What follows belongs to an exercise in optimizing a design on an open flow for small area and a short achievable clock period; a production flow would make more cautious choices.
At most, simulation tests tie the RTL to the original design; equivalence was not proved.
Only the layout flow was run in runs 1 and 3 to 7; the RTL was not checked for function there.
Power is estimated from default activity; no workload was simulated.

$ cat flow/design.v
`timescale 1ns / 1ps
module RISCuva0 ( clk, reset,
                  progAddress, progData, progReset,
                  dataIn, dataOut,
                  portAddress, portRead, portWrite,
                  intReq, intAck );
    input        clk, reset;
    output [9:0] progAddress;
    input [13:0] progData;
    output       progReset;
    input  [7:0] dataIn;
    output [7:0] dataOut;
    output [7:0] portAddress;
    output       portRead;
    output       portWrite;
    input        intReq;
    output       intAck;
    wire [1:0] opA = progData[13:12];
    wire [1:0] opB = progData[11:10];
    wire [1:0] opC = progData[9:8];
    wire [3:0] rM  = progData[7:4];
    wire [3:0] rN  = progData[3:0];
    wire [9:0] immAddr = progData[9:0];
    wire [7:0] immData = progData[11:4];
    wire MISC = (opA == 2'b00);
    wire JP   = (opA == 2'b01);
    wire LOAD = (opA == 2'b10);
    wire ALU  = (opA == 2'b11);
    wire rets    = MISC & (opB == 2'b10);
    wire onRet   = rets & ~opC[1];               
    wire isRETI  = rets & (opC == 2'b01);
    wire isDI    = rets & (opC == 2'b10);
    wire isEI    = rets & (opC == 2'b11);
    wire isCALL  = MISC & (opB == 2'b00);
    wire writeRF = opA[1];                       
    logic [7:0]  rf [0:15];
    logic [11:0] stackMem [0:15];
    logic [3:0]  SP;
    logic [9:0]  PC;
    logic [7:0]  lastPort;      
    logic        zeroFlag, carryFlag;
    logic        userEI, intAckR, callingIRQ;
    wire [15:0] selN = 16'd1 << rN;
    wire [15:0] selM = 16'd1 << rM;
    wire [7:0] busN, busM;
    RISCuva0_read16 readN (.sel(selN), .d0(rf[0]), .d1(rf[1]), .d2(rf[2]), .d3(rf[3]),
        .d4(rf[4]), .d5(rf[5]), .d6(rf[6]), .d7(rf[7]), .d8(rf[8]), .d9(rf[9]),
        .d10(rf[10]), .d11(rf[11]), .d12(rf[12]), .d13(rf[13]), .d14(rf[14]), .d15(rf[15]), .q(busN));
    RISCuva0_read16 readM (.sel(selM), .d0(rf[0]), .d1(rf[1]), .d2(rf[2]), .d3(rf[3]),
        .d4(rf[4]), .d5(rf[5]), .d6(rf[6]), .d7(rf[7]), .d8(rf[8]), .d9(rf[9]),
        .d10(rf[10]), .d11(rf[11]), .d12(rf[12]), .d13(rf[13]), .d14(rf[14]), .d15(rf[15]), .q(busM));
    assign portRead  = ALU & (opB == 2'b11);
    assign portWrite = MISC & (opB == 2'b11);
    assign dataOut   = busN;
    wire [7:0] nextPort = lastPort + 8'd1;
    assign portAddress = (opC == 2'b00) ? busM :
                         (opC == 2'b01) ? nextPort : {3'b111, progData[8:4]};
    assign intAck = intAckR;
    logic [7:0] logicALU;
    logic       logicCarry;
    always_comb
        case (opC)
            2'b00: begin logicALU = busM;           logicCarry = carryFlag; end
            2'b01: begin logicALU = busN ~^ busM;   logicCarry = carryFlag; end
            2'b10: begin logicALU = busN | busM;    logicCarry = 1'b0;      end
            default: begin logicALU = busN & busM;  logicCarry = 1'b1;      end
        endcase
    wire       isSub = opC[1];
    wire [7:0] altM  = isSub ? ~busM : busM;
    wire       cin   = opC[0] ? (isSub ? ~carryFlag : carryFlag) : isSub;
    wire [7:0] hx = busN ^ altM;
    wire [7:0] ho = busN | altM;
    wire [7:0] g0 = busN & altM;
    wire [7:0] p0 = hx;
    wire [7:0] g1, p1, g2, p2, g3, p3;
    assign g1[0] = g0[0];              assign p1[0] = p0[0];
    assign g1[7:1] = g0[7:1] | (p0[7:1] & g0[6:0]);
    assign p1[7:1] = p0[7:1] & p0[6:0];
    assign g2[1:0] = g1[1:0];          assign p2[1:0] = p1[1:0];
    assign g2[7:2] = g1[7:2] | (p1[7:2] & g1[5:0]);
    assign p2[7:2] = p1[7:2] & p1[5:0];
    assign g3[3:0] = g2[3:0];          assign p3[3:0] = p2[3:0];
    assign g3[7:4] = g2[7:4] | (p2[7:4] & g2[3:0]);
    assign p3[7:4] = p2[7:4] & p2[3:0];
    wire [8:1] c = g3 | (p3 & {8{cin}});
    wire [7:0] arithALU   = hx ^ {c[7:1], cin};
    wire       arithCarry = isSub ? ~c[8] : c[8];
    wire       arithZero = ~(hx[0] ^ cin) & ((hx[7:1] ^ ho[6:0]) == 7'b0);
    logic [7:0] shiftALU;
    logic       shiftCarry;
    always_comb
        case (opC)
            2'b00: {shiftALU, shiftCarry} = {busN[7], busN};
            2'b01: {shiftALU, shiftCarry} = {carryFlag, busN};
            2'b10: {shiftALU, shiftCarry} = {busN[0], busN};
            default: {shiftALU, shiftCarry} = {busN[6:0], busN[7], busN[7]};
        endcase
    logic [7:0] otherRes;
    always_comb
        case ({opA[0], opB})
            3'b100:  otherRes = logicALU;
            3'b110:  otherRes = shiftALU;
            3'b111:  otherRes = dataIn;
            default: otherRes = immData;
        endcase
    wire       isArith  = opA[0] & (opB == 2'b01);
    wire [7:0] dataBus  = isArith ? arithALU  : otherRes;
    wire       dataZero = isArith ? arithZero : (otherRes == 8'h00);
    always @(posedge clk)
        for (int i = 0; i < 16; i++)
            if (reset && i < 2)
                rf[i] <= (i == 1) ? 8'd1 : 8'd0;
            else if (~reset && writeRF && rN == i)
                rf[i] <= dataBus;
    always @(posedge clk)
        if (reset)
            lastPort <= 8'hFF;
        else if (portRead | portWrite)
            lastPort <= portAddress;
    wire mayIRQ   = ~(rets | portWrite | portRead);
    wire validIRQ = intReq & ~intAckR & userEI & mayIRQ;
    always @(posedge clk) begin
        if (reset)     userEI <= 1'b0;
        else if (isDI) userEI <= 1'b0;
        else if (isEI) userEI <= 1'b1;
        if (reset)         intAckR <= 1'b0;
        else if (validIRQ) intAckR <= 1'b1;
        else if (isRETI)   intAckR <= 1'b0;
        if (reset) callingIRQ <= 1'b0;
        else       callingIRQ <= validIRQ;
    end
    wire [3:0]  SPp1     = SP + 4'd1;
    wire [11:0] stackTop;
    RISCuva0_mux16 #(12) muxS (.sel(SP), .d0(stackMem[0]), .d1(stackMem[1]), .d2(stackMem[2]),
        .d3(stackMem[3]), .d4(stackMem[4]), .d5(stackMem[5]), .d6(stackMem[6]), .d7(stackMem[7]),
        .d8(stackMem[8]), .d9(stackMem[9]), .d10(stackMem[10]), .d11(stackMem[11]),
        .d12(stackMem[12]), .d13(stackMem[13]), .d14(stackMem[14]), .d15(stackMem[15]), .q(stackTop));
    always @(posedge clk)
        if (isRETI)
            {carryFlag, zeroFlag} <= stackTop[11:10];
        else begin
            if (writeRF)
                zeroFlag <= dataZero;
            if (ALU & (opB != 2'b11))
                carryFlag <= (opB == 2'b00) ? logicCarry :
                             (opB == 2'b10) ? shiftCarry : arithCarry;
        end
    logic validFlag;
    always_comb
        case (opB)
            2'b00: validFlag =  zeroFlag;
            2'b01: validFlag = ~zeroFlag;
            2'b10: validFlag =  carryFlag;
            default: validFlag = ~carryFlag;
        endcase
    wire       onJump = (MISC & ~opB[1]) | (JP & validFlag);
    wire [9:0] incrPC = callingIRQ ? PC : PC + 10'd1;
    wire [9:0] nextPC = onJump ? {immAddr[9:1], immAddr[0] | callingIRQ} :
                        onRet  ? stackTop[9:0] : incrPC;
    always @(posedge clk)
        if (reset) PC <= 10'd0;
        else       PC <= nextPC;
    assign progAddress = nextPC;
    assign progReset   = reset | validIRQ;
    always @(posedge clk)
        if (reset)       SP <= 4'd15;
        else if (isCALL) SP <= SPp1;
        else if (onRet)  SP <= SP - 4'd1;
    always @(posedge clk)
        if (isCALL)
            stackMem[SPp1] <= {carryFlag, zeroFlag, incrPC};
endmodule
module RISCuva0_mux16 #(parameter W = 8) (
    input  [3:0]   sel,
    input  [W-1:0] d0, d1, d2, d3, d4, d5, d6, d7, d8, d9, d10, d11, d12, d13, d14, d15,
    output [W-1:0] q);
    wire [W-1:0] a = sel[1] ? (sel[0] ? d3  : d2)  : (sel[0] ? d1  : d0);
    wire [W-1:0] b = sel[1] ? (sel[0] ? d7  : d6)  : (sel[0] ? d5  : d4);
    wire [W-1:0] c = sel[1] ? (sel[0] ? d11 : d10) : (sel[0] ? d9  : d8);
    wire [W-1:0] d = sel[1] ? (sel[0] ? d15 : d14) : (sel[0] ? d13 : d12);
    assign q = sel[3] ? (sel[2] ? d : c) : (sel[2] ? b : a);
endmodule
module RISCuva0_read16 (
    input  [15:0] sel,
    input  [7:0]  d0, d1, d2, d3, d4, d5, d6, d7, d8, d9, d10, d11, d12, d13, d14, d15,
    output [7:0]  q);
    assign q = ({8{sel[0]}}  & d0)  | ({8{sel[1]}}  & d1)  | ({8{sel[2]}}  & d2)  | ({8{sel[3]}}  & d3)
             | ({8{sel[4]}}  & d4)  | ({8{sel[5]}}  & d5)  | ({8{sel[6]}}  & d6)  | ({8{sel[7]}}  & d7)
             | ({8{sel[8]}}  & d8)  | ({8{sel[9]}}  & d9)  | ({8{sel[10]}} & d10) | ({8{sel[11]}} & d11)
             | ({8{sel[12]}} & d12) | ({8{sel[13]}} & d13) | ({8{sel[14]}} & d14) | ({8{sel[15]}} & d15);
endmodule
$ cat flow/flow/run.sh
#!/bin/bash
# The standard layout, with plain buf_2 cells as the port buffers instead of
# the delay cells that buffer_ports picks by default. Each tool's output is
# in standard.log and orfs/logs/.
set -euo pipefail
bash standard.sh "BUFFER_PORTS_ARGS=-buffer_cell sky130_fd_sc_hd__buf_2" finish > standard.log 2>&1
$ cat flow/standard.sh
#!/bin/bash
# synth_recipe.tcl (not shown) runs the flow's synth.tcl, then flattens the netlist and writes it again
# the make line also repeats each setting of config.mk as NAME=value (left out here)
make -C /OpenROAD-flow-scripts/flow DESIGN_CONFIG=/design/flow/config.mk WORK_HOME=/design/flow/orfs CLKGATE_MAP_FILE= SYNTH_SCRIPT=/design/flow/synth_recipe.tcl "${@:-finish}"
$ cat flow/config.mk
export PLATFORM = sky130hd
export DESIGN_NAME = RISCuva0
export DESIGN_NICKNAME = RISCuva0
export VERILOG_FILES = /design/flow/design.v
export SDC_FILE = /design/flow/constraint.sdc
export NUM_CORES = 4
export LEC_CHECK = 0
export CAP_MARGIN = 20
export CORE_MARGIN = 2
export CORE_UTILIZATION = 50
export CTS_BUF_LIST = sky130_fd_sc_hd__clkbuf_8
export CTS_CLUSTER_DIAMETER = 50
export CTS_CLUSTER_SIZE = 16
export SETUP_SLACK_MARGIN = 2.5
export SLEW_MARGIN = 20
export SYNTH_HIERARCHICAL = 1
export SYNTH_MINIMUM_KEEP_SIZE = 0
$ cat flow/constraint.sdc
create_clock -name core_clock -period 7.0 [get_ports {clk}]
set_input_delay 1.4000 -clock core_clock [delete_from_list [all_inputs] [get_ports {clk}]]
set_output_delay 1.4000 -clock core_clock [all_outputs]
set_load 0.01 [all_outputs]
==> results.json, run 1 <==
{
  "grtUsageMet3_pct": 4.32,
  "synth.area.top_cells": "edfxtp_1, mux4_2, dfxtp_1, a22o_1, a221oi_1",
  "critPathArrivalTime_ns": 3.15,
  "grt_start_max_net_pins": 44,
  "finalClockSkew_ns": 0.0458,
  "fin_nets": 1374,
  "synthArstFlopShare_pct": 0,
  "synth-seq-cells": 347,
  "antenna_found_initial": 0,
  "die-width_um": 187,
  "top_usage_layer": "met2",
  "clock_path_buffers": 3,
  "gp_congestion": 0.993,
  "slowest_delay_ns": 0.38,
  "worstPathMaxFanout": 8,
  "final_antenna_net_count": 0,
  "max_freq_mhz": 220,
  "grt_pass1_wl_mm": 69.9,
  "num_antenna_cells": 0,
  "clk_pin_slew_ns": 0.08,
  "grt_overflow": 0,
  "worst_ep_required_time_ns": 5.60,
  "cts_tree": "yes",
  "routed_via_density": 6.34,
  "cts_buffers": 37,
  "yosysMostFrequentCell": "edfxtp_1",
  "insertion_delay_ns": 0.57,
  "setup_viol": 0,
  "cts_root_buf": "clkbuf_8",
  "regArea_um2": 10000,
  "synth.top_cells.by_count": "edfxtp_1, nor2_1, a22o_1, nand2_1, a221oi_1",
  "power_mw": 4.50,
  "syn2layout_area_growth_pct": 16.6,
  "cp_cell_sequence": "buf_12, buf_12, nor3_4, a22o_1, a221oi_2, nand4_1, nor2_2, a21oi_1, nor2_1, a21oi_2, buf_2",
  "synth_ff_type": "edfxtp_1",
  "finalCritPeriodShare_pct": 65.0,
  "core_um2": 33300,
  "slew_violations": 0,
  "rows": 67,
  "synth_largest_area_cell": "edfxtp_1",
  "syn_area_um2": 16800,
  "synth_fp_nets": 1270,
  "powerDensity_nw_per_um2": 231,
  "first_pass_iters": 5,
  "die_h_um": 187,
  "port_buffers": 54,
  "drive_gt1_share_pct": 30.1,
  "seq_area_frac_synth_pct": 59.7,
  "min_path_type": "reg -> reg",
  "cp_slowest_cell": "nor3_4",
  "worst_pin_slew_ns": 1.01,
  "grt.total_usage_pct": 26.7,
  "drv_cap": 0,
  "vias": 11300,
  "ys_warn_count": 9,
  "worst_slack_ns": 2.45,
  "dieArea_um2": 35000,
  "dp_slack_ns": 1.25,
  "vdd_drop_max_uv": 112,
  "fillerInstances": 2645,
  "io_pins": 55,
  "netlist_instances": 1205,
  "avgSynthCellArea_um2": 13.9,
  "drtIter0Drc": 1423,
  "p_leak_nw": 7.00,
  "cts.sinks": 347,
  "place_hpwl_mm": 31.2,
  "synth_cell_type_count": 70,
  "synth_edf_count": 306,
  "synth_top_area_share_pct": 54.8,
  "finalCriticalPeriod_ns": 4.55,
  "hold_violations": 0,
  "crit_type": "in -> out",
  "start_util_pct": 50.3,
  "grt_pass1_vias": 10900,
  "wl_per_cell_um": 26.5,
  "slew_headroom_pct": 32.4,
  "grt_util_met2_pct": 40.4,
  "tns_ns": 0,
  "drc": 0,
  "met1_usage_pct": 39.8,
  "utilization_pct": 58.7,
  "status": "complete, no violations",
  "wl_mm": 47.2,
  "start_kind": "input port",
  "cpMostUsedCell": "buf_12",
  "rsz0062_at_grt": "true",
  "end_kind": "output pin",
  "multiInputGateArea_um2": 6740,
  "htreeDepth": 2
}
-- placed cells by master (no fill, tap or decap), types with 16 or more instances in the layout --
master | Yosys | layout
mux2i_1 | 20 | 18
ha_1 | 39 | 38
buf_4 | 7 | 91
mux4_2 | 40 | 40
inv_1 | 49 | 40
a22o_1 | 64 | 64
buf_2 | 26 | 45
edfxtp_1 | 306 | 306
o21ai_0 | 27 | 25
clkbuf_8 | 0 | 39
a221oi_1 | 56 | 23
dfxtp_1 | 41 | 39
nand4_1 | 18 | 18
nor2_2 | 0 | 20
a21oi_1 | 29 | 19
xnor2_1 | 17 | 16
xor2_1 | 24 | 20
a221oi_2 | 12 | 34
nor2_1 | 92 | 63
a22oi_1 | 26 | 26
nand3_1 | 27 | 27
nand2_1 | 63 | 55
-- logic make-up after synthesis --
kind of cell             after synthesis  synth area share (%)
flip-flops                           347                  59.7
AND/OR/NAND/NOR                      290                  8.44
buffers and inverters                139                  4.69
multiplexers                          78                  9.13
XOR/XNOR                              41                  2.14
AO/OA/AOI/OAI                        270                  12.8
adder cells (fa/ha/maj)               40                  3.03
-- power by group --
| group | total, mW | switching (mW) | internal, mW |
|---|---|---|---|
| combinational | 0.760 | 0.458 | 0.302 |
| clock | 1.40 | 0.749 | 0.655 |
| sequential | 2.34 | 0.0263 | 2.31 |
-- modules after synthesis (local to each module, per instance), a selection --
module,cells,times used,flops+latches,cell area (um^2)
RISCuva0,927,1,347,13700
RISCuva0_read16,88,2,0,778
-- worst max-delay path, delay by kind of cell --
family	cells	cell delay [ns]
buffers and inverters	3	0.43
and+or+nand+nor	4	0.69
AOI/OAI and AO/OA	4	0.62
-- registers in the layout, indices dropped and copies added (netlist names) --
register	count
stackMem	192
rf	128
PC	10
lastPort	8
SP	4
callingIRQ	1
carryFlag	1
intAckR	1
userEI	1
zeroFlag	1
-- routing by layer --
| layer | vias to the layer above | wire (um) | part of all wire, % |
|---|---|---|---|
| li1 | 4956 | - | - |
| met3 | 117 | 3640 | 7.7 |
| met5 | - | 0 | 0 |
| met2 | 531 | 20900 | 44 |
| met1 | 5702 | 21000 | 45 |
| met4 | 0 | 1630 | 3.4 |
-- final timing paths --
path / to / start / cells past startpoint / slack (ns)
worst max-delay path: portAddress[3] / progData[5] / 11 / 2.45
worst max register to register: carryFlag / rf[4][4] / 13 / 3.27
worst min register to register: userEI / userEI / 2 / 0.46
worst min-delay path: userEI / userEI / 2 / 0.46
-- per-stage QoR --
stage / cell area [um^2] / cells / hold slack, ns
2_1_floorplan: 16900 / 1205 / 0.437
3_3_place_gp: 17300 / 1651 / 0.446
3_5_place_dp: 17400 / 1652 / 0.453
4_1_cts: 19100 / 1763 / 0.464
5_1_grt: 19500 / 1782 / 0.505
6_report: 19500 / 1782 / 0.463
-- layout make-up --
type | instances | area share (%)
flip-flops and latches | 347 | 51.3
clock buffers | 39 | 2.75
repair buffers | 153 | 6.21
inverters | 50 | 1.09
clock inverters | 25 | 1.27
well taps | 448 | 2.87
multi-input cells | 720 | 34.5
-- what timing repair did --
action,4_1_cts,5_1_grt
pin swaps,27,12
gates resized for setup,119,49
setup buffers,45,18
gates cloned,2,1
hold buffers,0,0
setup endpoints to repair,152,133
==> inputs of run 2 (changes only) <==
--- a/flow/design.v
+++ b/flow/design.v
@@ -37,7 +37,7 @@
     logic [11:0] stackMem [0:15];
     logic [3:0]  SP;
     logic [9:0]  PC;
-    logic [7:0]  lastPort;      
+    logic [7:0]  nextPort;
     logic        zeroFlag, carryFlag;
     logic        userEI, intAckR, callingIRQ;
     wire [15:0] selN = 16'd1 << rN;
@@ -52,7 +52,6 @@
     assign portRead  = ALU & (opB == 2'b11);
     assign portWrite = MISC & (opB == 2'b11);
     assign dataOut   = busN;
-    wire [7:0] nextPort = lastPort + 8'd1;
     assign portAddress = (opC == 2'b00) ? busM :
                          (opC == 2'b01) ? nextPort : {3'b111, progData[8:4]};
     assign intAck = intAckR;
@@ -114,9 +113,9 @@
                 rf[i] <= dataBus;
     always @(posedge clk)
         if (reset)
-            lastPort <= 8'hFF;
+            nextPort <= 8'd0;
         else if (portRead | portWrite)
-            lastPort <= portAddress;
+            nextPort <= portAddress + 8'd1;
     wire mayIRQ   = ~(rets | portWrite | portRead);
     wire validIRQ = intReq & ~intAckR & userEI & mayIRQ;
     always @(posedge clk) begin
==> run 2 against run 1 <==
  * Die area down 0.26%
  * Sequential power about the same
  * Critical path depth up 1
  * Register-to-register slack better by 0.09 ns
  * Area after synthesis down 0.27%
  * Largest power group unchanged
  * Highest routed layer unchanged
==> results.json, run 2 <==
{
  "grt.total_usage_pct": 26.1,
  "drive_gt1_share_pct": 27.8,
  "wl_mm": 45.9,
  "final_common_cell": "edfxtp_1",
  "min_path_type": "reg -> reg",
  "cts_buffers": 37,
  "worstPathMaxFanout": 9,
  "synth_edf_count": 306,
  "slew_violations": 0,
  "reg2reg_slack_ns": 3.36,
  "setup_viol": 0,
  "largest_register_ffs": 192,
  "grt_pass1_vias": 10900,
  "tns_ns": 0,
  "regMostFlops": "stackMem",
  "synth_largest_area_cell": "edfxtp_1",
  "critPathArrivalTime_ns": 3.10,
  "start_kind": "input port",
  "port_buffers": 54,
  "ys_warn_count": 9,
  "vias": 11300,
  "synthArstFlopShare_pct": 0,
  "worst_slack_ns": 2.50,
  "synth.top_cells.by_count": "edfxtp_1, nor2_1, a22o_1, nand2_1, a221oi_1",
  "end_kind": "output pin",
  "final_antenna_net_count": 0,
  "worst_r2r_path_depth": 14,
  "finalCritPeriodShare_pct": 64.3,
  "wl_per_cell_um": 25.6,
  "cp_cell_sequence": "buf_12, nand2_2, nor2_1, buf_4, a22o_1, a221oi_2, nand4_1, buf_6, mux2i_1, o21ai_1, buf_4, buf_6",
  "htreeDepth": 2,
  "cp.depth": 12,
  "gp_congestion": 0.896,
  "netlist_instances": 1208,
  "rsz0062_at_grt": "true",
  "clk_pin_slew_ns": 0.07,
  "antenna_found_initial": 1,
  "synth-seq-cells": 347,
  "die_h_um": 187,
  "synth_cell_type_count": 76,
  "powerDensity_nw_per_um2": 228,
  "finalCriticalPeriod_ns": 4.50,
  "cts_root_buf": "clkbuf_8",
  "slowest_delay_ns": 0.21,
  "most-common-layout-cells": "edfxtp_1, buf_4, nor2_1, a22o_1, nand2_1",
  "fin_nets": 1387,
  "worst_ep_required_time_ns": 5.60,
  "cp_num_buf_inv": 5,
  "finalClockSkew_ns": 0.0355,
  "clock_path_buffers": 3,
  "drtIter0Drc": 1314,
  "insertion_delay_ns": 0.57,
  "grt_start_max_net_pins": 49,
  "dp_slack_ns": 1.28,
  "die-width_um": 187,
  "status": "complete, no violations",
  "crit_family": "buffers and inverters",
  "synth_top_area_share_pct": 55.0,
  "largestRegisters": "stackMem (192), rf (128), PC (10)",
  "avgSynthCellArea_um2": 13.8,
  "dieArea_um2": 34900,
  "max_freq_mhz": 222,
  "routed_via_density": 6.31,
  "grt_pass1_wl_mm": 68.7,
  "start_util_pct": 51.1,
  "grt_overflow": 0,
  "rows": 66,
  "drv_cap": 0,
  "synth_ff_type": "edfxtp_1",
  "whs_path_depth": 2,
  "syn2layout_area_growth_pct": 16.0,
  "hold_violations": 0,
  "yosysMostFrequentCell": "edfxtp_1",
  "place_hpwl_mm": 30.4,
  "cts_tree": "yes",
  "io_pins": 55,
  "vdd_drop_max_uv": 131,
  "p_leak_nw": 6.97,
  "seq_area_frac_synth_pct": 59.9,
  "crit_type": "in -> out",
  "synth_fp_nets": 1273,
  "syn_area_um2": 16700,
  "slew_headroom_pct": 27.6,
  "cts.sinks": 347,
  "core_um2": 32700,
  "drc": 0,
  "synth.area.top_cells": "edfxtp_1, dfxtp_1, mux4_2, a22o_1, mux4_1",
  "cp_slowest_cell": "a22o_1",
  "worst_pin_slew_ns": 1.09,
  "first_pass_iters": 5
}
## run 2: per-module statistics from Yosys, one instance, submodules excluded, excerpt
module / cells / copies in the design / flops+latches / area, um^2
RISCuva0: 930 / 1 / 347 / 13700
RISCuva0_read16: 88 / 2 / 0 / 778
## run 2: repair_timing
action,in CTS,in global routing
buffers inserted,43,8
hold buffers,0,0
pin swaps,25,14
gates resized for setup,98,49
setup endpoints to repair,152,109
## run 2: worst reg2reg max path, cell delays in order (launching register included)
cell	delay, ns
edfxtp_1	0.41
a22o_1	0.26
a221oi_1	0.32
nand4_1	0.15
buf_4	0.19
buf_4	0.13
xor2_1	0.16
inv_1	0.10
ha_4	0.25
a211oi_2	0.18
nor2_1	0.10
or2_2	0.30
or3_1	0.39
a31oi_4	0.32
inv_6	0.10
## run 2: layout make-up
| class | instances | area, um^2 |
|---|---|---|
| well taps | 442 | 553 |
| clock buffers | 38 | 523 |
| diodes | 1 | 2.50 |
| flip-flops and latches | 347 | 10000 |
| multi-input cells | 722 | 6600 |
| repair buffers | 161 | 1220 |
| fillers | 2601 | 13300 |
| clock inverters | 26 | 239 |
| inverters | 53 | 215 |
## run 2: report_power, final
| group | switching (mW) | internal (mW) |
|---|---|---|
| clock network | 0.788 | 0.589 |
| logic | 0.423 | 0.285 |
| registers | 0.0224 | 2.31 |
| total | 1.23 | 3.19 |
## run 2: stage by stage
| step | cells | hold WS [ns] | total power, mW | instance area, um^2 | util, % |
|---|---|---|---|---|---|
| 2_1_floorplan | 1208 | 0.436 | 2.79 | 16900 | - |
| 3_3_place_gp | 1673 | 0.455 | 2.98 | 17500 | 53.5 |
| 3_5_place_dp | 1673 | 0.461 | 2.98 | 17500 | 53.5 |
| 4_1_cts | 1780 | 0.470 | 4.41 | 19100 | 58.3 |
| 5_1_grt | 1789 | 0.492 | 4.58 | 19400 | 59.2 |
| 6_report | 1790 | 0.471 | 4.42 | 19400 | 59.3 |
## run 2: path summary, 6_finish.rpt
kind | from | to
worst max register to register | rf[5][4] | rf[11][7]
worst max-delay path | progData[6] | portAddress[0]
worst min register to register | nextPort[6] | nextPort[6]
worst min-delay path | nextPort[6] | nextPort[6]
## run 2: cells by family (layout without fill, tap and decap cells)
kind of cell / Yosys count / in the layout / share of synthesized area (%)
xor gates and xnor gates: 39 / 39 / 2.04
and+or+nand+nor: 284 / 284 / 8.24
adders and majority gates: 40 / 40 / 3.04
AOI/OAI and AO/OA: 285 / 285 / 13.2
other: 0 / 1 / 0
DFF: 347 / 347 / 59.9
muxes: 74 / 74 / 8.99
buffers and inverters: 139 / 278 / 4.57
## run 2: per-layer routing
metal	vias to the layer above	global-route usage (%)	part of all wire (%)
li1	5003	-	-
met1	5752	39.2	45
met2	479	39.6	45
met3	69	4.80	8.0
met4	0	5.95	1.9
met5	-	0	0
==> inputs of run 3 (changes only) <==
--- a/flow/design.v
+++ b/flow/design.v
@@ -37,7 +37,7 @@
     logic [11:0] stackMem [0:15];
     logic [3:0]  SP;
     logic [9:0]  PC;
-    logic [7:0]  nextPort;
+    logic [7:0]  lastPort;      
     logic        zeroFlag, carryFlag;
     logic        userEI, intAckR, callingIRQ;
     wire [15:0] selN = 16'd1 << rN;
@@ -52,6 +52,7 @@
     assign portRead  = ALU & (opB == 2'b11);
     assign portWrite = MISC & (opB == 2'b11);
     assign dataOut   = busN;
+    wire [7:0] nextPort = lastPort + 8'd1;
     assign portAddress = (opC == 2'b00) ? busM :
                          (opC == 2'b01) ? nextPort : {3'b111, progData[8:4]};
     assign intAck = intAckR;
@@ -113,9 +114,9 @@
                 rf[i] <= dataBus;
     always @(posedge clk)
         if (reset)
-            nextPort <= 8'd0;
+            lastPort <= 8'hFF;
         else if (portRead | portWrite)
-            nextPort <= portAddress + 8'd1;
+            lastPort <= portAddress;
     wire mayIRQ   = ~(rets | portWrite | portRead);
     wire validIRQ = intReq & ~intAckR & userEI & mayIRQ;
     always @(posedge clk) begin
@@ -130,7 +131,8 @@
     end
     wire [3:0]  SPp1     = SP + 4'd1;
     wire [11:0] stackTop;
-    RISCuva0_mux16 #(12) muxS (.sel(SP), .d0(stackMem[0]), .d1(stackMem[1]), .d2(stackMem[2]),
+    wire [15:0] selS = 16'd1 << SP;
+    RISCuva0_read16 #(12) readS (.sel(selS), .d0(stackMem[0]), .d1(stackMem[1]), .d2(stackMem[2]),
         .d3(stackMem[3]), .d4(stackMem[4]), .d5(stackMem[5]), .d6(stackMem[6]), .d7(stackMem[7]),
         .d8(stackMem[8]), .d9(stackMem[9]), .d10(stackMem[10]), .d11(stackMem[11]),
         .d12(stackMem[12]), .d13(stackMem[13]), .d14(stackMem[14]), .d15(stackMem[15]), .q(stackTop));
@@ -169,22 +171,12 @@
         if (isCALL)
             stackMem[SPp1] <= {carryFlag, zeroFlag, incrPC};
 endmodule
-module RISCuva0_mux16 #(parameter W = 8) (
-    input  [3:0]   sel,
+module RISCuva0_read16 #(parameter W = 8) (
+    input  [15:0]  sel,
     input  [W-1:0] d0, d1, d2, d3, d4, d5, d6, d7, d8, d9, d10, d11, d12, d13, d14, d15,
     output [W-1:0] q);
-    wire [W-1:0] a = sel[1] ? (sel[0] ? d3  : d2)  : (sel[0] ? d1  : d0);
-    wire [W-1:0] b = sel[1] ? (sel[0] ? d7  : d6)  : (sel[0] ? d5  : d4);
-    wire [W-1:0] c = sel[1] ? (sel[0] ? d11 : d10) : (sel[0] ? d9  : d8);
-    wire [W-1:0] d = sel[1] ? (sel[0] ? d15 : d14) : (sel[0] ? d13 : d12);
-    assign q = sel[3] ? (sel[2] ? d : c) : (sel[2] ? b : a);
+    assign q = ({W{sel[0]}}  & d0)  | ({W{sel[1]}}  & d1)  | ({W{sel[2]}}  & d2)  | ({W{sel[3]}}  & d3)
+             | ({W{sel[4]}}  & d4)  | ({W{sel[5]}}  & d5)  | ({W{sel[6]}}  & d6)  | ({W{sel[7]}}  & d7)
+             | ({W{sel[8]}}  & d8)  | ({W{sel[9]}}  & d9)  | ({W{sel[10]}} & d10) | ({W{sel[11]}} & d11)
+             | ({W{sel[12]}} & d12) | ({W{sel[13]}} & d13) | ({W{sel[14]}} & d14) | ({W{sel[15]}} & d15);
 endmodule
-module RISCuva0_read16 (
-    input  [15:0] sel,
-    input  [7:0]  d0, d1, d2, d3, d4, d5, d6, d7, d8, d9, d10, d11, d12, d13, d14, d15,
-    output [7:0]  q);
-    assign q = ({8{sel[0]}}  & d0)  | ({8{sel[1]}}  & d1)  | ({8{sel[2]}}  & d2)  | ({8{sel[3]}}  & d3)
-             | ({8{sel[4]}}  & d4)  | ({8{sel[5]}}  & d5)  | ({8{sel[6]}}  & d6)  | ({8{sel[7]}}  & d7)
-             | ({8{sel[8]}}  & d8)  | ({8{sel[9]}}  & d9)  | ({8{sel[10]}} & d10) | ({8{sel[11]}} & d11)
-             | ({8{sel[12]}} & d12) | ({8{sel[13]}} & d13) | ({8{sel[14]}} & d14) | ({8{sel[15]}} & d15);
-endmodule
==> run 3 against run 2 <==
  * Sequential power about the same
  * Clock power about the same
  * Sequential share of layout area increased by 0.86 points
  * Power decreased by 0.13%
  * Worst hold slack got worse by 0.012 ns
  * Global-route usage increased by 0.98 points
  * Sequential cell count unchanged
  * Critical endpoint is now portAddress[1]
  * Largest cell class unchanged
  * First-iteration DRC count decreased by 0.68%
==> results.json, run 3 <==
{
  "status": "complete, no violations",
  "max_freq_mhz": 216,
  "critPathArrivalTime_ns": 3.23,
  "comb_power_share_pct": 15.7,
  "drv_cap": 0,
  "grt_start_max_net_pins": 50,
  "whs_path_depth": 2,
  "most-common-layout-cells": "edfxtp_1, a22o_1, buf_4, nand2_1",
  "syn_area_um2": 16300,
  "tns_ns": 0,
  "finalCritPeriodShare_pct": 66.1,
  "slew_headroom_pct": 25.3,
  "drtIter0Drc": 1305,
  "worst_ep_required_time_ns": 5.60,
  "worstPathMaxFanout": 8,
  "core_um2": 32400,
  "fillerInstances": 2608,
  "internal_power_mw": 3.19,
  "synth_cell_type_count": 64,
  "min_path_type": "reg -> reg",
  "multiInputGateArea_um2": 6340,
  "grt.total_usage_pct": 27.0,
  "cts.sinks": 347,
  "fin_nets": 1424,
  "synth_ff_type": "edfxtp_1",
  "p_leak_nw": 6.83,
  "synth_edf_count": 306,
  "drive_gt1_share_pct": 27.1,
  "crit_family": "buffers and inverters",
  "cts_buffers": 37,
  "antenna_found_initial": 2,
  "seq_area_frac_synth_pct": 61.3,
  "grt_pass1_wl_mm": 68.1,
  "synth_largest_area_cell": "edfxtp_1",
  "synth.area.top_cells": "edfxtp_1, a22o_1, a221oi_1, dfxtp_1, ha_1",
  "drc": 0,
  "htreeDepth": 2,
  "synthArstFlopShare_pct": 0,
  "num_antenna_cells": 0,
  "start_util_pct": 50.5,
  "power_mw": 4.41,
  "cpMostUsedCell": "buf_4",
  "io_pins": 55,
  "p_seq_share_pct": 52.7,
  "grt_pass1_vias": 11000,
  "clock_path_buffers": 3,
  "cts_root_buf": "clkbuf_8",
  "slowest_delay_ns": 0.38,
  "cp_num_buf_inv": 5,
  "synth.top_cells.by_count": "edfxtp_1, a22o_1, a221oi_1, nor2_1, nand2_1",
  "hold_violations": 0,
  "grt_overflow": 0,
  "cp_slowest_cell": "nor2_4",
  "setup_viol": 0,
  "place_hpwl_mm": 31.1,
  "reg2reg_slack_ns": 3.37,
  "swShare_pct": 27.7,
  "synth-seq-cells": 347,
  "vias": 11600,
  "slew_violations": 0,
  "hold_end": "userEI",
  "netlist_instances": 1254,
  "clk_pin_slew_ns": 0.08,
  "worst_pin_slew_ns": 1.12,
  "cp_cell_sequence": "buf_12, buf_4, nand2_8, buf_4, nor2_4, a221oi_1, nand4_1, buf_4, mux2i_1, o21ai_1, buf_2",
  "regArea_um2": 10000,
  "port_buffers": 54,
  "synth_fp_nets": 1321,
  "finalClockSkew_ns": 0.0597,
  "first_pass_iters": 5,
  "start_kind": "input port",
  "gp_congestion": 0.905,
  "largest_register_ffs": 192,
  "final_antenna_net_count": 0,
  "final_common_cell": "edfxtp_1",
  "yosysMostFrequentCell": "edfxtp_1",
  "synth_top_area_share_pct": 56.2,
  "syn2layout_area_growth_pct": 16.6,
  "finalCriticalPeriod_ns": 4.63,
  "cts_tree": "yes",
  "rows": 66,
  "r2r-start": "rf[5][2]",
  "wl_per_cell_um": 25.6,
  "power.share.clock_pct": 31.6,
  "insertion_delay_ns": 0.59,
  "end_kind": "output pin",
  "vdd_drop_max_uv": 155,
  "crit_type": "in -> out",
  "avgSynthCellArea_um2": 13.0,
  "die_h_um": 185,
  "regMostFlops": "stackMem",
  "worst_r2r_path_depth": 14,
  "hold_start": "userEI",
  "rsz0062_at_grt": "true",
  "r2r_end": "rf[7][6]",
  "ys_warn_count": 9,
  "routed_via_density": 6.36,
  "powerDensity_nw_per_um2": 232,
  "dieArea_um2": 34100,
  "largestRegisters": "stackMem (192), rf (128), PC (10)",
  "switchingPower_mw": 1.22,
  "wl_mm": 46.9,
  "die-width_um": 185
}
-- run 3: worst min-delay path, cell delays in order (launching register included) --
cell and delay [ns]:
dfxtp_1 0.32, nand2_1 0.05, a21oi_1 0.05
-- run 3: layer usage --
layer / GRT usage, % / routed length [um]
met3: 4.68 / 4310
met4: 9.05 / 1410
met1: 41.2 / 21000
met5: 0 / 13
met2: 39.2 / 20100
-- run 3: per-module statistics from Yosys, one instance, submodules excluded, a selection --
module	cell area (um^2)	cells inside	times used	flip-flops and latches
RISCuva0	13700	954	1	347
RISCuva0_read16	778	88	2	0
-- run 3: layout make-up --
| class | count | area share [%] |
|---|---|---|
| repair inverters | 1 | 0.0394 |
| well taps | 442 | 2.90 |
| repair buffers | 153 | 6.13 |
| multi-input cells | 770 | 33.3 |
| clock inverters | 29 | 1.33 |
| inverters | 47 | 1.02 |
| flip-flops and latches | 347 | 52.6 |
| clock buffers | 38 | 2.74 |
-- run 3: cells by family after synthesis --
logic type               count (synthesis)  synth area share [%]
multiplexers                            24                  1.74
adder cells (fa/ha/maj)                 42                  3.26
flip-flops                             347                  61.3
XOR/XNOR                                40                  2.14
AO/OA/AOI/OAI                          358                  17.7
AND/OR/NAND/NOR                        306                  9.04
buffers and inverters                  137                  4.82
-- run 3: stage by stage --
step	cells	setup WS, ns	cell area (um^2)	hold slack (ns)	util (%)
floorplan	1254	2.52	16400	0.437	-
global placement	1691	1.47	16800	0.446	51.9
detailed placement	1692	1.37	16800	0.450	51.9
CTS	1806	2.37	18500	0.463	57.1
global route	1827	2.36	19100	0.497	58.9
finish	1827	2.37	19100	0.459	58.9
-- run 3: worst max path at each step --
stage	from	end	slack [ns]	cells after the start
floorplan	progData[7]	carryFlag	2.52	18
finish	progData[7]	portAddress[1]	2.37	11
global route	progData[7]	portAddress[7]	2.36	13
detailed placement	progData[7]	rf[3][7]	1.37	17
CTS	progData[5]	portAddress[6]	2.37	11
global placement	progData[7]	rf[3][7]	1.47	17
-- run 3: power groups by stage --
stage	clock, mW	combinational, mW	sequential, mW
floorplan	0	0.384	2.36
global placement	0	0.560	2.37
detailed placement	0	0.562	2.37
CTS	1.42	0.633	2.33
global route	1.50	0.742	2.33
finish	1.40	0.691	2.33
-- run 3: what timing repair did --
| action | 4_1_cts | 5_1_grt |
|---|---|---|
| pin swaps | 26 | 32 |
| buffers inserted | 47 | 19 |
| endpoints found under the setup margin | 149 | 104 |
| gates cloned | 0 | 2 |
| hold buffers | 0 | 0 |
| resized for setup | 138 | 81 |
==> inputs of run 4 (changes only) <==
--- a/flow/config.mk
+++ b/flow/config.mk
@@ -11,7 +11,7 @@
 export CTS_BUF_LIST = sky130_fd_sc_hd__clkbuf_8
 export CTS_CLUSTER_DIAMETER = 50
 export CTS_CLUSTER_SIZE = 16
-export SETUP_SLACK_MARGIN = 2.5
+export SETUP_SLACK_MARGIN = 2.2
 export SLEW_MARGIN = 20
 export SYNTH_HIERARCHICAL = 1
 export SYNTH_MINIMUM_KEEP_SIZE = 0
==> run 4 against run 3 <==
  * Via count is 0.70% lower
  * Critical path type unchanged
  * Power is 2.4% lower
  * Core utilization is 2.5 points lower
  * Largest power group unchanged
  * Clock skew is 0.025 ns lower
  * Largest cell class unchanged
  * Sequential share of layout area is 2.3 points higher
  * Final cell count is 1.6% lower
  * Area after synthesis stayed put
  * Clock-buffer cell count is 2 lower
  * Non-clock buffer count is 21 lower
  * Register-to-register slack worse by 0.10 ns
  * Worst hold slack worse by 0.0012 ns
==> results.json, run 4 <==
{
  "start_util_pct": 50.5,
  "syn_area_um2": 16300,
  "synth.area.top_cells": "edfxtp_1, a22o_1, a221oi_1, dfxtp_1, ha_1",
  "worst_pin_slew_ns": 1.02,
  "slowest_delay_ns": 0.55,
  "cts_buffers": 35,
  "final_antenna_net_count": 0,
  "insertion_delay_ns": 0.57,
  "tns_ns": 0,
  "synth.top_cells.by_count": "edfxtp_1, a22o_1, a221oi_1, nor2_1, nand2_1",
  "syn2layout_area_growth_pct": 11.7,
  "power.share.clock_pct": 31.2,
  "finalCriticalPeriod_ns": 4.85,
  "internal_power_mw": 3.12,
  "largestRegisters": "stackMem (192), rf (128), PC (10)",
  "synth_top_area_share_pct": 56.2,
  "rsz0062_at_grt": "true",
  "p_seq_share_pct": 54.0,
  "cp_slowest_cell": "nor2_2",
  "regMostFlops": "stackMem",
  "wl_mm": 46.6,
  "dieArea_um2": 34100,
  "crit_family": "simple AND/OR/NAND/NOR gates",
  "fin_nets": 1400,
  "hold_violations": 0,
  "worst_ep_required_time_ns": 5.60,
  "grt_pass1_vias": 10800,
  "avgSynthCellArea_um2": 13.0,
  "most-common-layout-cells": "edfxtp_1, a22o_1, buf_4, a221oi_1, nor2_1",
  "io_pins": 55,
  "die_h_um": 185,
  "num_antenna_cells": 0,
  "cts_root_buf": "clkbuf_8",
  "place_hpwl_mm": 31.7,
  "drv_cap": 0,
  "synthArstFlopShare_pct": 0,
  "vias": 11500,
  "worstPathMaxFanout": 10,
  "final_common_cell": "edfxtp_1",
  "grt_start_max_net_pins": 46,
  "synth_fp_nets": 1321,
  "synth_cell_type_count": 64,
  "setup_viol": 0,
  "wl_per_cell_um": 25.9,
  "synth_largest_area_cell": "edfxtp_1",
  "synth_edf_count": 306,
  "start_kind": "input port",
  "finalCritPeriodShare_pct": 69.3,
  "rows": 66,
  "finalClockSkew_ns": 0.0346,
  "multiInputGateArea_um2": 5880,
  "crit_type": "in -> out",
  "gp_congestion": 0.905,
  "synth-seq-cells": 347,
  "die-width_um": 185,
  "fillerInstances": 2747,
  "core_um2": 32400,
  "vdd_drop_max_uv": 152,
  "routed_via_density": 6.42,
  "yosysMostFrequentCell": "edfxtp_1",
  "critPathArrivalTime_ns": 3.45,
  "powerDensity_nw_per_um2": 236,
  "clk_pin_slew_ns": 0.09,
  "hold_slack_ns": 0.458,
  "drc": 0,
  "swShare_pct": 27.5,
  "port_buffers": 54,
  "synth_ff_type": "edfxtp_1",
  "ctsHoldBuffers": 0,
  "cp_num_buf_inv": 3,
  "status": "complete, no violations",
  "ys_warn_count": 9,
  "drtIter0Drc": 1776,
  "cts_tree": "yes",
  "netlist_instances": 1254,
  "clock_path_buffers": 3,
  "slew_violations": 0,
  "slew_headroom_pct": 31.5,
  "grt_pass1_wl_mm": 68.3,
  "seq_area_frac_synth_pct": 61.3,
  "cp_cell_sequence": "buf_12, inv_2, nand2_4, nor2_2, a221oi_2, nand4_1, o21ai_1, o21ai_0, buf_2",
  "switchingPower_mw": 1.18,
  "regArea_um2": 10000,
  "place_area_um2": 16800,
  "htreeDepth": 2,
  "comb_power_share_pct": 14.9,
  "end_kind": "output pin",
  "design_area_um2": 18200,
  "largest_register_ffs": 192,
  "min_path_type": "reg -> reg",
  "grt.total_usage_pct": 27.2,
  "first_pass_iters": 6,
  "grt_overflow": 0,
  "p_leak_nw": 6.54,
  "drive_gt1_share_pct": 21.2,
  "cts.sinks": 347,
  "antenna_found_initial": 1,
  "max_freq_mhz": 206
}
-- run 4: cell counts after synthesis --
Identical to the previous run, type by type.
-- run 4: final cells by class --
| type | instances | area share (%) |
|---|---|---|
| Tap cell | 442 | 3.03 |
| Timing Repair Buffer | 132 | 4.95 |
| Inverter | 47 | 0.967 |
| Clock inverter | 24 | 1.25 |
| Clock buffer | 36 | 2.72 |
| Sequential cell | 347 | 54.9 |
| Multi-Input combinational cell | 770 | 32.2 |
-- run 4: per-module statistics from Yosys, one instance, submodules excluded, excerpt --
module	times used	flops+latches
RISCuva0_read16	2	0
RISCuva0	1	347
-- run 4: worst paths after layout --
kind	slack [ns]	startpoint	to	cells past startpoint
max	2.15	progData[7]	portAddress[2]	9
min	0.46	userEI	userEI	2
max reg2reg	3.27	rf[5][0]	rf[5][6]	14
min reg2reg	0.46	userEI	userEI	2
-- run 4: power groups by stage --
stage	Sequential, mW	Combinational [mW]	Clock (mW)
3_3_place_gp	2.37	0.558	0
6_report	2.33	0.640	1.34
3_5_place_dp	2.37	0.564	0
5_1_grt	2.33	0.690	1.44
2_1_floorplan	2.36	0.382	0
4_1_cts	2.32	0.603	1.37
-- run 4: logic make-up (layout without fill, tap and decap cells) --
kind of cell | after synthesis | in the layout | share of synthesized area (%)
AOI/OAI and AO/OA | 358 | 358 | 17.7
DFF | 347 | 347 | 61.3
and+or+nand+nor | 306 | 306 | 9.04
buffers and inverters | 137 | 239 | 4.82
adders and majority gates | 42 | 42 | 3.26
xor gates and xnor gates | 40 | 40 | 2.14
muxes | 24 | 24 | 1.74
-- run 4: timing repair --
action,in CTS,in global routing
pin swaps,15,9
cloned,0,0
resized for setup,54,43
hold endpoints to repair,0,0
setup buffers,26,16
setup endpoints to repair,80,98
-- run 4: layer usage --
layer  vias to the layer above  GRT usage [%]  wire length [um]
li1                       5073              -                 -
met1                      5773           42.3             20900
met2                       608           38.7             19600
met3                        83           5.19              4890
met4                         0           7.59              1160
met5                         -              0                 0
-- run 4: tightest hold or removal path, delay by kind of cell (launching register included) --
family,cells,cell delay [ns]
AOI/OAI and AO/OA,1,0.05
DFF,1,0.32
and+or+nand+nor,1,0.05
-- run 4: stage by stage --
step	power [mW]	setup slack (ns)	cells	utilization, %
floorplan	2.75	2.31	1254	-
detailed placement	2.94	1.36	1695	52.0
CTS	4.30	2.15	1781	55.5
global route	4.46	2.13	1798	56.4
global placement	2.93	1.44	1695	52.0
finish	4.31	2.15	1798	56.4
==> inputs of run 5 (changes only) <==
==> flow/config.mk (replaced) <==
export PLATFORM = sky130hd
export DESIGN_NAME = RISCuva0
export DESIGN_NICKNAME = RISCuva0
export VERILOG_FILES = /design/flow/design.v
export SDC_FILE = /design/flow/constraint.sdc
export NUM_CORES = 4
export LEC_CHECK = 0
export CAP_MARGIN = 10
export CORE_MARGIN = 2
export CORE_UTILIZATION = 50
export CTS_BUF_LIST = sky130_fd_sc_hd__clkbuf_8
export CTS_CLUSTER_DIAMETER = 50
export CTS_CLUSTER_SIZE = 16
export GPL_TIMING_DRIVEN = 0
export SETUP_SLACK_MARGIN = 2.5
export SLEW_MARGIN = 10
export SYNTH_HIERARCHICAL = 1
export SYNTH_MINIMUM_KEEP_SIZE = 0
==> run 5 against run 4 <==
  * Sequential cell count unchanged
  * Final cell count is 4.9% higher
  * Register-to-register slack improved by 0.16 ns
  * Core utilization is 4.5 points higher
  * Clock skew is 0.0081 ns higher
  * First-iteration DRC count decreased by 25%
  * Highest routed layer is now met5
  * Die area did not move
  * Global-route usage rose by 0.12 points
  * Critical path type unchanged
  * Power up 2.6%
  * Design area is 8.0% higher
==> results.json, run 5 <==
{
  "max_freq_mhz": 211,
  "synth_largest_area_cell": "edfxtp_1",
  "cts_tree": "yes",
  "final_antenna_net_count": 0,
  "most-common-layout-cells": "edfxtp_1, a22o_1, buf_4, nor2_1, nand2_1",
  "worstPathMaxFanout": 8,
  "yosysMostFrequentCell": "edfxtp_1",
  "start_kind": "input port",
  "place_hpwl_mm": 32.6,
  "rsz0062_at_grt": "true",
  "synth_edf_count": 306,
  "startpoint": "progData[5]",
  "final_common_cell": "edfxtp_1",
  "start_util_pct": 50.5,
  "worst_slack_ns": 2.27,
  "largest_register_ffs": 192,
  "grt_pass1_wl_mm": 69.2,
  "htreeDepth": 2,
  "vdd_drop_max_uv": 177,
  "cp_slowest_cell": "nand4_1",
  "grt_start_max_net_pins": 22,
  "whs_path_depth": 2,
  "crit_type": "in -> out",
  "grt_overflow": 0,
  "status": "complete, no violations",
  "dieArea_um2": 34100,
  "cpMostUsedCell": "buf_6",
  "hold_start": "userEI",
  "critical_path.endpoint": "portAddress[7]",
  "fin_nets": 1486,
  "drtIter0Drc": 1331,
  "syn_area_um2": 16300,
  "synth-seq-cells": 347,
  "setup_viol": 0,
  "powerDensity_nw_per_um2": 224,
  "cts_buffers": 36,
  "routed_via_density": 6.30,
  "ys_warn_count": 9,
  "r2r_end": "rf[10][6]",
  "worst_r2r_path_depth": 16,
  "slew_headroom_pct": 24.9,
  "tns_ns": 0,
  "largestRegisters": "stackMem (192), rf (128), PC (10)",
  "clock_path_buffers": 3,
  "dp_slack_ns": 0.933,
  "netlist_instances": 1254,
  "hold_violations": 0,
  "synth_ff_type": "edfxtp_1",
  "synth.area.top_cells": "edfxtp_1, a22o_1, a221oi_1, dfxtp_1, ha_1",
  "slowest_delay_ns": 0.29,
  "synthArstFlopShare_pct": 0,
  "drc": 0,
  "vias": 11900,
  "end_kind": "output pin",
  "io_pins": 55,
  "worst_ep_required_time_ns": 5.60,
  "grt_pass1_vias": 11200,
  "core_um2": 32400,
  "min_path_type": "reg -> reg",
  "synth.top_cells.by_count": "edfxtp_1, a22o_1, a221oi_1, nor2_1, nand2_1",
  "cts.sinks": 347,
  "wl_mm": 47.2,
  "syn2layout_area_growth_pct": 20.6,
  "worst_pin_slew_ns": 1.12,
  "drv_cap": 0,
  "clk_pin_slew_ns": 0.06,
  "regMostFlops": "stackMem",
  "seq_area_frac_synth_pct": 61.3,
  "antenna_found_initial": 1,
  "avgSynthCellArea_um2": 13.0,
  "finalCriticalPeriod_ns": 4.73,
  "cts_root_buf": "clkbuf_8",
  "synth_top_area_share_pct": 56.2,
  "p_leak_nw": 7.22,
  "synth_cell_type_count": 64,
  "slew_violations": 0,
  "reg2reg_slack_ns": 3.43,
  "wl_per_cell_um": 25.0,
  "finalClockSkew_ns": 0.0427,
  "die_h_um": 185,
  "grt.total_usage_pct": 27.3,
  "cp_cell_sequence": "clkbuf_16, buf_4, nor3_4, buf_6, a22o_1, a221oi_4, nand4_1, nor2_2, a21oi_2, or2_4, buf_6",
  "port_buffers": 44,
  "first_pass_iters": 6,
  "rows": 66,
  "insertion_delay_ns": 0.57,
  "die-width_um": 185,
  "finalCritPeriodShare_pct": 67.6,
  "num_antenna_cells": 0,
  "drive_gt1_share_pct": 30.7,
  "synth_fp_nets": 1321,
  "r2r-start": "rf[4][0]",
  "critPathArrivalTime_ns": 3.33,
  "gp_congestion": 0.927,
  "fillerInstances": 2569
}
==> run 5: layout make-up <==
type                    instances  area [um^2]  share of cell area [%]
flip-flops and latches        347        10000                    50.8
multi-input cells             770         6510                    33.0
repair buffers                126          910                    4.61
plain buffers                  90          782                    3.97
well taps                     442          553                    2.81
clock buffers                  37          509                    2.58
clock inverters                27          229                    1.16
inverters                      47          195                   0.990
repair inverters                1         7.51                  0.0381
==> run 5: worst max-delay path, delay by kind of cell <==
family | cells | cell delay (ns)
and+or+nand+nor | 4 | 0.81
buffers and inverters | 4 | 0.52
AOI/OAI and AO/OA | 3 | 0.59
==> run 5: repair_timing <==
| item | 4_1_cts | 5_1_grt |
|---|---|---|
| hold buffers | 0 | 0 |
| resized for setup | 137 | 118 |
| setup endpoints to repair | 152 | 112 |
| hold endpoints to repair | 0 | 0 |
| buffers inserted | 57 | 22 |
| gates cloned | 1 | 1 |
| pin swaps | 28 | 28 |
==> run 5: through the flow <==
stage	power (mW)	utilization, %	instances	hold WS, ns	area [um^2]
global route	4.58	60.9	1887	0.496	19700
CTS	4.37	58.6	1863	0.463	19000
finish	4.42	60.9	1887	0.462	19700
global placement	2.94	52.9	1740	0.450	17100
detailed placement	2.95	53.0	1741	0.455	17200
floorplan	2.75	-	1254	0.437	16400
==> run 5: power by group <==
part	leakage (nW)	internal [mW]	switching [mW]
logic	3.70	0.297	0.447
registers	3.14	2.31	0.0210
clock network	0.387	0.596	0.755
total	7.22	3.20	1.22
==> run 5: logic make-up after synthesis <==
family                   Yosys count  synth area share [%]
XOR/XNOR                          40                  2.14
AO/OA/AOI/OAI                    358                  17.7
AND/OR/NAND/NOR                  306                  9.04
flip-flops                       347                  61.3
buffers and inverters            137                  4.82
multiplexers                      24                  1.74
adder cells (fa/ha/maj)           42                  3.26
==> run 5: how the worst min path moves through the flow <==
stage	slack [ns]	to
2_1_floorplan	0.44	userEI
3_3_place_gp	0.45	userEI
3_5_place_dp	0.45	userEI
4_1_cts	0.46	userEI
5_1_grt	0.50	userEI
6_report	0.46	userEI
==> run 5: modules after synthesis, one instance, submodules excluded, a selection <==
module           flip-flops and latches  area [um^2]  times used  cells
RISCuva0                            347        13700           1    954
RISCuva0_read16                       0          778           2     88
==> run 5: routing by layer <==
layer,vias to the layer above,track usage (%),wire [um]
met4,2,7.33,1240
li1,5254,-,-
met5,-,0,11
met3,80,5.15,4110
met2,572,40.2,20600
met1,5980,41.5,21200
==> inputs of run 6 (changes only) <==
==> flow/config.mk (replaced) <==
export PLATFORM = sky130hd
export DESIGN_NAME = RISCuva0
export DESIGN_NICKNAME = RISCuva0
export VERILOG_FILES = /design/flow/design.v
export SDC_FILE = /design/flow/constraint.sdc
export NUM_CORES = 4
export LEC_CHECK = 0
export CAP_MARGIN = 20
export CORE_MARGIN = 2
export CORE_UTILIZATION = 60
export CTS_BUF_LIST = sky130_fd_sc_hd__clkbuf_8
export CTS_CLUSTER_DIAMETER = 50
export CTS_CLUSTER_SIZE = 16
export SETUP_SLACK_MARGIN = 2.5
export SLEW_MARGIN = 20
export SYNTH_HIERARCHICAL = 1
export SYNTH_MINIMUM_KEEP_SIZE = 0
==> run 6 against run 5 <==
  * Sequential power hardly changed
  * Combinational power is 4.8% lower
  * Setup slack better by 0.090 ns
  * Die area is 16% lower
  * Area after synthesis stayed put
  * Clock skew is 0.013 ns lower
  * Register-to-register slack worse by 0.02 ns
  * Worst hold slack better by 0.0080 ns
  * Clock-buffer cell count is 1 lower
  * Clock power hardly changed
==> results.json, run 6 <==
{
  "status": "complete, no violations",
  "synth_top_area_share_pct": 56.2,
  "synth_cell_type_count": 64,
  "switchingPower_mw": 1.21,
  "grt_pass1_vias": 11000,
  "reg2reg_slack_ns": 3.41,
  "whs_path_depth": 2,
  "first_pass_iters": 6,
  "grt_start_max_net_pins": 50,
  "powerDensity_nw_per_um2": 230,
  "cts_root_buf": "clkbuf_8",
  "port_buffers": 54,
  "cts_buffers": 35,
  "largest_register_ffs": 192,
  "syn_area_um2": 16300,
  "utilization_pct": 70.7,
  "cp_slowest_cell": "a221oi_2",
  "drive_gt1_share_pct": 28.5,
  "swShare_pct": 27.6,
  "synth_edf_count": 306,
  "worst_slack_ns": 2.36,
  "rows": 60,
  "gp_congestion": 0.938,
  "dp.cells": 1590,
  "design_area_um2": 19000,
  "dieArea_um2": 28600,
  "most-common-layout-cells": "edfxtp_1, a22o_1, buf_4, nand2_1, a221oi_2",
  "clock_path_buffers": 3,
  "cts_tree": "yes",
  "vias": 11800,
  "fin_nets": 1421,
  "p_seq_share_pct": 53.3,
  "synth_largest_area_cell": "edfxtp_1",
  "synth.area.top_cells": "edfxtp_1, a22o_1, a221oi_1, dfxtp_1, ha_1",
  "power.share.clock_pct": 30.5,
  "end_kind": "output pin",
  "tns_ns": 0,
  "dp_slack_ns": 1.52,
  "finalCritPeriodShare_pct": 66.3,
  "avgSynthCellArea_um2": 13.0,
  "worstPathMaxFanout": 8,
  "slew_headroom_pct": 21.3,
  "comb_power_share_pct": 16.2,
  "drv_cap": 0,
  "worst_pin_slew_ns": 1.18,
  "cpMostUsedCell": "nor2_1",
  "synth.top_cells.by_count": "edfxtp_1, a22o_1, a221oi_1, nor2_1, nand2_1",
  "worst_ep_required_time_ns": 5.60,
  "max_freq_mhz": 215,
  "place_hpwl_mm": 31.2,
  "htreeDepth": 2,
  "antenna_found_initial": 0,
  "setup_viol": 0,
  "drc": 0,
  "grt_overflow": 0,
  "regMostFlops": "stackMem",
  "critPathArrivalTime_ns": 3.24,
  "start_util_pct": 60.8,
  "ys_warn_count": 9,
  "p_leak_nw": 6.83,
  "cp_cell_sequence": "buf_12, inv_8, nand2_8, nor3_4, buf_6, a22o_1, a221oi_2, nand4_1, nor2_1, a21oi_1, nor2_1, a21oi_2, buf_2",
  "min_path_type": "reg -> reg",
  "seq_area_frac_synth_pct": 61.3,
  "final_common_cell": "edfxtp_1",
  "num_antenna_cells": 0,
  "start_kind": "input port",
  "drtIter0Drc": 1630,
  "cts.sinks": 347,
  "power_mw": 4.37,
  "grt.total_usage_pct": 32.8,
  "yosysMostFrequentCell": "edfxtp_1",
  "insertion_delay_ns": 0.57,
  "final_antenna_net_count": 0,
  "finalCriticalPeriod_ns": 4.64,
  "die-width_um": 169,
  "die_h_um": 169,
  "clk_pin_slew_ns": 0.06,
  "slew_violations": 0,
  "synth-seq-cells": 347,
  "crit_type": "in -> out",
  "synth_fp_nets": 1321,
  "io_pins": 55,
  "wl_per_cell_um": 27.6,
  "worst_r2r_path_depth": 15,
  "grt_pass1_wl_mm": 69.5,
  "synth_ff_type": "edfxtp_1",
  "slowest_delay_ns": 0.28,
  "place_area_um2": 16700,
  "hold_violations": 0,
  "hold_slack_ns": 0.470,
  "instances_no_fill": 1717,
  "syn2layout_area_growth_pct": 16.3,
  "largestRegisters": "stackMem (192), rf (128), PC (10)",
  "routed_via_density": 6.85,
  "netlist_instances": 1254,
  "wl_mm": 47.4,
  "rsz0062_at_grt": "true",
  "finalClockSkew_ns": 0.0297,
  "fillerInstances": 1869,
  "ctsHoldBuffers": 0,
  "internal_power_mw": 3.16,
  "vdd_drop_max_uv": 178,
  "core_um2": 26900,
  "synthArstFlopShare_pct": 0
}
[run 6: cell types whose count changed in the layout (fill, tap and decap cells not counted), moves of 7 or more]
cell,change
and2_1,-8
and2_2,+8
buf_2,-14
buf_6,-31
clkbuf_1,-10
clkbuf_2,-7
nor2_1,-13
nor2_4,+18
[run 6: worst paths after layout]
check / from / to
worst max-delay path: progData[7] / portAddress[3]
worst min-delay path: userEI / userEI
worst max register to register: rf[4][1] / rf[11][6]
worst min register to register: userEI / userEI
[run 6: Yosys stat by module (local to each module, per instance), excerpt]
module / cell area [um^2] / copies in the design
RISCuva0: 13700 / 1
RISCuva0_read16: 778 / 2
[run 6: per-layer routing]
metal  track usage [%]  vias up  wire (um)
li1                  -     5126          -
met4              7.51        0        920
met3              7.69       69       5300
met5                 0        -          0
met2              47.6      661      20700
met1              50.4     5902      20500
[run 6: final cells by class]
cell class	instances	area, um^2	area share [%]
flip-flops and latches	347	10000	52.7
multi-input cells	770	6460	34.0
repair buffers	152	1180	6.19
clock buffers	36	495	2.61
well taps	341	427	2.25
clock inverters	23	224	1.18
inverters	47	198	1.04
repair inverters	1	7.51	0.0395
[run 6: cell families after synthesis]
group	after synthesis	share of synthesized area, %
simple gates	306	9.04
mux	24	1.74
compound gates	358	17.7
xor+xnor	40	2.14
flops	347	61.3
buf+inv	137	4.82
fa+ha+maj	42	3.26
[run 6: critical path: cells and delay by family]
family | cells | cell delay, ns
simple gates | 5 | 0.71
compound gates | 4 | 0.63
buf+inv | 4 | 0.49
[run 6: repair_timing]
item | 4_1_cts | 5_1_grt
gates resized for setup | 163 | 75
endpoints found under the setup margin | 102 | 114
pin swaps | 32 | 25
setup buffers | 48 | 19
hold endpoints to repair | 0 | 0
gates cloned | 0 | 1
[run 6: power by group through the flow]
stage	sequential [mW]	clock, mW	combinational, mW
global placement	2.37	0	0.557
floorplan	2.36	0	0.384
finish	2.33	1.33	0.708
detailed placement	2.37	0	0.565
CTS	2.32	1.36	0.647
global route	2.33	1.42	0.756
==> inputs of run 7 (changes only) <==
--- a/flow/config.mk
+++ b/flow/config.mk
@@ -7,10 +7,10 @@
 export LEC_CHECK = 0
 export CAP_MARGIN = 20
 export CORE_MARGIN = 2
-export CORE_UTILIZATION = 60
+export CORE_UTILIZATION = 50
 export CTS_BUF_LIST = sky130_fd_sc_hd__clkbuf_8
-export CTS_CLUSTER_DIAMETER = 50
-export CTS_CLUSTER_SIZE = 16
+export CTS_CLUSTER_DIAMETER = 40
+export CTS_CLUSTER_SIZE = 24
 export SETUP_SLACK_MARGIN = 2.5
 export SLEW_MARGIN = 20
 export SYNTH_HIERARCHICAL = 1
==> run 7 against run 6 <==
  * Area after synthesis is the same
  * Combinational power shrank 2%
  * Synthesized cell count is the same
  * Sequential cell count is the same
  * Via count shrank 0.98%
  * Wire length shrank 0.62%
  * Core utilization shrank 11 points
  * Clock-buffer cell count grew 11
  * Clock power grew 32%
  * Setup slack gained 0.013 ns
  * Register-to-register slack is essentially flat
  * Sequential power is essentially flat
==> results.json, run 7 <==
{
  "status": "complete, no violations",
  "dieArea_um2": 34100,
  "synth.area.top_cells": "edfxtp_1, a22o_1, a221oi_1, dfxtp_1, ha_1",
  "clock_path_buffers": 3,
  "wl_mm": 47.1,
  "cp.depth": 11,
  "largest_register_ffs": 192,
  "avgSynthCellArea_um2": 13.0,
  "io_pins": 55,
  "finalClockSkew_ns": 0.0350,
  "cts_buffers": 46,
  "cts_root_buf": "clkbuf_8",
  "crit_type": "in -> out",
  "ys_warn_count": 9,
  "instances_no_fill": 1846,
  "die_h_um": 185,
  "drv_cap": 0,
  "place_hpwl_mm": 31.1,
  "synthArstFlopShare_pct": 0,
  "slew_violations": 0,
  "routed_via_density": 6.31,
  "insertion_delay_ns": 0.58,
  "cts.sinks": 347,
  "syn2layout_area_growth_pct": 18.6,
  "grt_pass1_wl_mm": 68.8,
  "worst_pin_slew_ns": 1.17,
  "synth_ff_type": "edfxtp_1",
  "drc": 0,
  "worst_ep_required_time_ns": 5.60,
  "place_area_um2": 16800,
  "antenna_found_initial": 2,
  "tns_ns": 0,
  "synth_fp_nets": 1321,
  "r2r-start": "rf[5][2]",
  "rsz0062_at_grt": "true",
  "end_kind": "output pin",
  "largestRegisters": "stackMem (192), rf (128), PC (10)",
  "final_common_cell": "edfxtp_1",
  "whs_path_depth": 2,
  "clk_pin_slew_ns": 0.08,
  "synth-seq-cells": 347,
  "design_area_um2": 19400,
  "setup_viol": 0,
  "slowest_delay_ns": 0.33,
  "cp_slowest_cell": "a221oi_2",
  "start_util_pct": 50.5,
  "min_path_type": "reg -> reg",
  "die-width_um": 185,
  "startpoint": "progData[7]",
  "final_antenna_net_count": 0,
  "synth_top_area_share_pct": 56.2,
  "grt_overflow": 0,
  "grt_pass1_vias": 11100,
  "crit_family": "simple AND/OR/NAND/NOR gates",
  "start_kind": "input port",
  "finalCritPeriodShare_pct": 66.1,
  "port_buffers": 54,
  "core_um2": 32400,
  "yosysMostFrequentCell": "edfxtp_1",
  "cp_num_buf_inv": 4,
  "max_freq_mhz": 216,
  "drtIter0Drc": 1311,
  "cts_tree": "yes",
  "syn_area_um2": 16300,
  "cp_cell_sequence": "buf_12, buf_6, nand2_8, nor2_4, buf_4, a22o_1, a221oi_2, nand4_1, nand2b_1, a22oi_2, buf_2",
  "hold_violations": 0,
  "vias": 11600,
  "seq_area_frac_synth_pct": 61.3,
  "grt.total_usage_pct": 27.3,
  "powerDensity_nw_per_um2": 247,
  "synth_cell_type_count": 64,
  "drive_gt1_share_pct": 28.3,
  "finalCriticalPeriod_ns": 4.63,
  "power_mw": 4.78,
  "slew_headroom_pct": 21.9,
  "grt_start_max_net_pins": 50,
  "vdd_drop_max_uv": 151,
  "p_leak_nw": 6.97,
  "dp.cells": 1692,
  "regMostFlops": "stackMem",
  "rows": 66,
  "htreeDepth": 2,
  "synth.top_cells.by_count": "edfxtp_1, a22o_1, a221oi_1, nor2_1, nand2_1",
  "synth_edf_count": 306,
  "synth_largest_area_cell": "edfxtp_1",
  "most-common-layout-cells": "edfxtp_1, a22o_1, buf_4, nand2_1, a221oi_1",
  "utilization_pct": 59.9,
  "netlist_instances": 1254,
  "fin_nets": 1435,
  "worstPathMaxFanout": 8,
  "first_pass_iters": 6,
  "gp_congestion": 0.905,
  "hold_start": "userEI",
  "wl_per_cell_um": 25.5,
  "worst_r2r_path_depth": 14,
  "critPathArrivalTime_ns": 3.23
}
==> run 7: final timing paths <==
path              slack, ns        endpoint
hold / removal         0.46          userEI
setup / recovery       2.37  portAddress[4]
setup reg to reg       3.42       rf[13][6]
hold reg to reg        0.46          userEI
==> run 7: layout make-up <==
type                            instances  area, um^2
Timing Repair Buffer                  155        1200
Clock inverter                         36         425
Fill cell                            2572       13000
Tap cell                              442         553
Sequential cell                       347       10000
Multi-Input combinational cell        770        6340
Clock buffer                           47         647
Timing Repair inverter                  1        7.51
Inverter                               47         203
Antenna cell                            1        2.50
==> run 7: timing repair <==
item,in CTS,in global routing
endpoints found under the setup margin,149,102
hold buffers,0,0
gates cloned,0,2
pin swaps,32,30
buffers inserted,52,16
resized for setup,154,72
==> run 7: power by group <==
group	internal, mW	switching, mW
Combinational	0.266	0.428
Clock	0.901	0.859
Sequential	2.31	0.0204
==> run 7: worst min-delay path: stages, from the launching register on <==
cell     delay, ns
dfxtp_1       0.32
nand2_1       0.05
a21oi_1       0.05
==> run 7: logic make-up after synthesis <==
logic type / after synthesis / synth area share (%)
AOI/OAI and AO/OA: 358 / 17.7
xor gates and xnor gates: 40 / 2.14
adders and majority gates: 42 / 3.26
buffers and inverters: 137 / 4.82
DFF: 347 / 61.3
muxes: 24 / 1.74
and+or+nand+nor: 306 / 9.04
==> run 7: modules after synthesis, one instance, submodules excluded, excerpt <==
module / flops+latches / area (um^2)
RISCuva0: 347 / 13700
RISCuva0_read16: 0 / 778
==> run 7: stage by stage <==
step / hold slack, ns / setup WS [ns]
6_report: 0.459 / 2.37
5_1_grt: 0.496 / 2.35
4_1_cts: 0.462 / 2.37
3_5_place_dp: 0.450 / 1.37
3_3_place_gp: 0.446 / 1.47
2_1_floorplan: 0.437 / 2.52
==> run 7: routing by layer <==
layer  track usage (%)  routed length, um  vias to the layer above
met3              4.66               4420                      103
met1              41.3              20900                     5762
li1                  -                  -                     5165
met2              40.0              20400                      613
met5                 0                  0                        -
met4              9.17               1370                        0

[separate check: timing with driven ports]
How much do the figures lean on ideal ports? The routed layouts below were timed once more, with nothing changed but the port constraints.
Step 1 sets driving cells, clkbuf_16 on the clock port and buf_2 on the other inputs (assumed; they add their load-dependent delay and slew).
Step 2 times the ports against the registers' clock, not the clock port: input delays grow and output delays shrink by t, the midpoint of the rising clock arrivals with the driver on.
Three values: ideal ports, drivers, drivers and shift; two values: the first two.
run | t (ns) | setup WS [ns]
run 1 | 0.598 | 2.447 / 2.319 / 1.847
run 2 | 0.605 | 2.499 / 2.427 / 1.941
run 3 | 0.609 | 2.373 / 2.254 / 1.846
run 4 | 0.599 | 2.152 / 2.099 / 1.709
run 5 | 0.597 | 2.269 / 2.138 / 1.849
run 6 | 0.603 | 2.359 / 2.286 / 1.967
run 7 | 0.617 | 2.372 / 2.271 / 1.931
After both steps setup and hold are still met in every run listed.
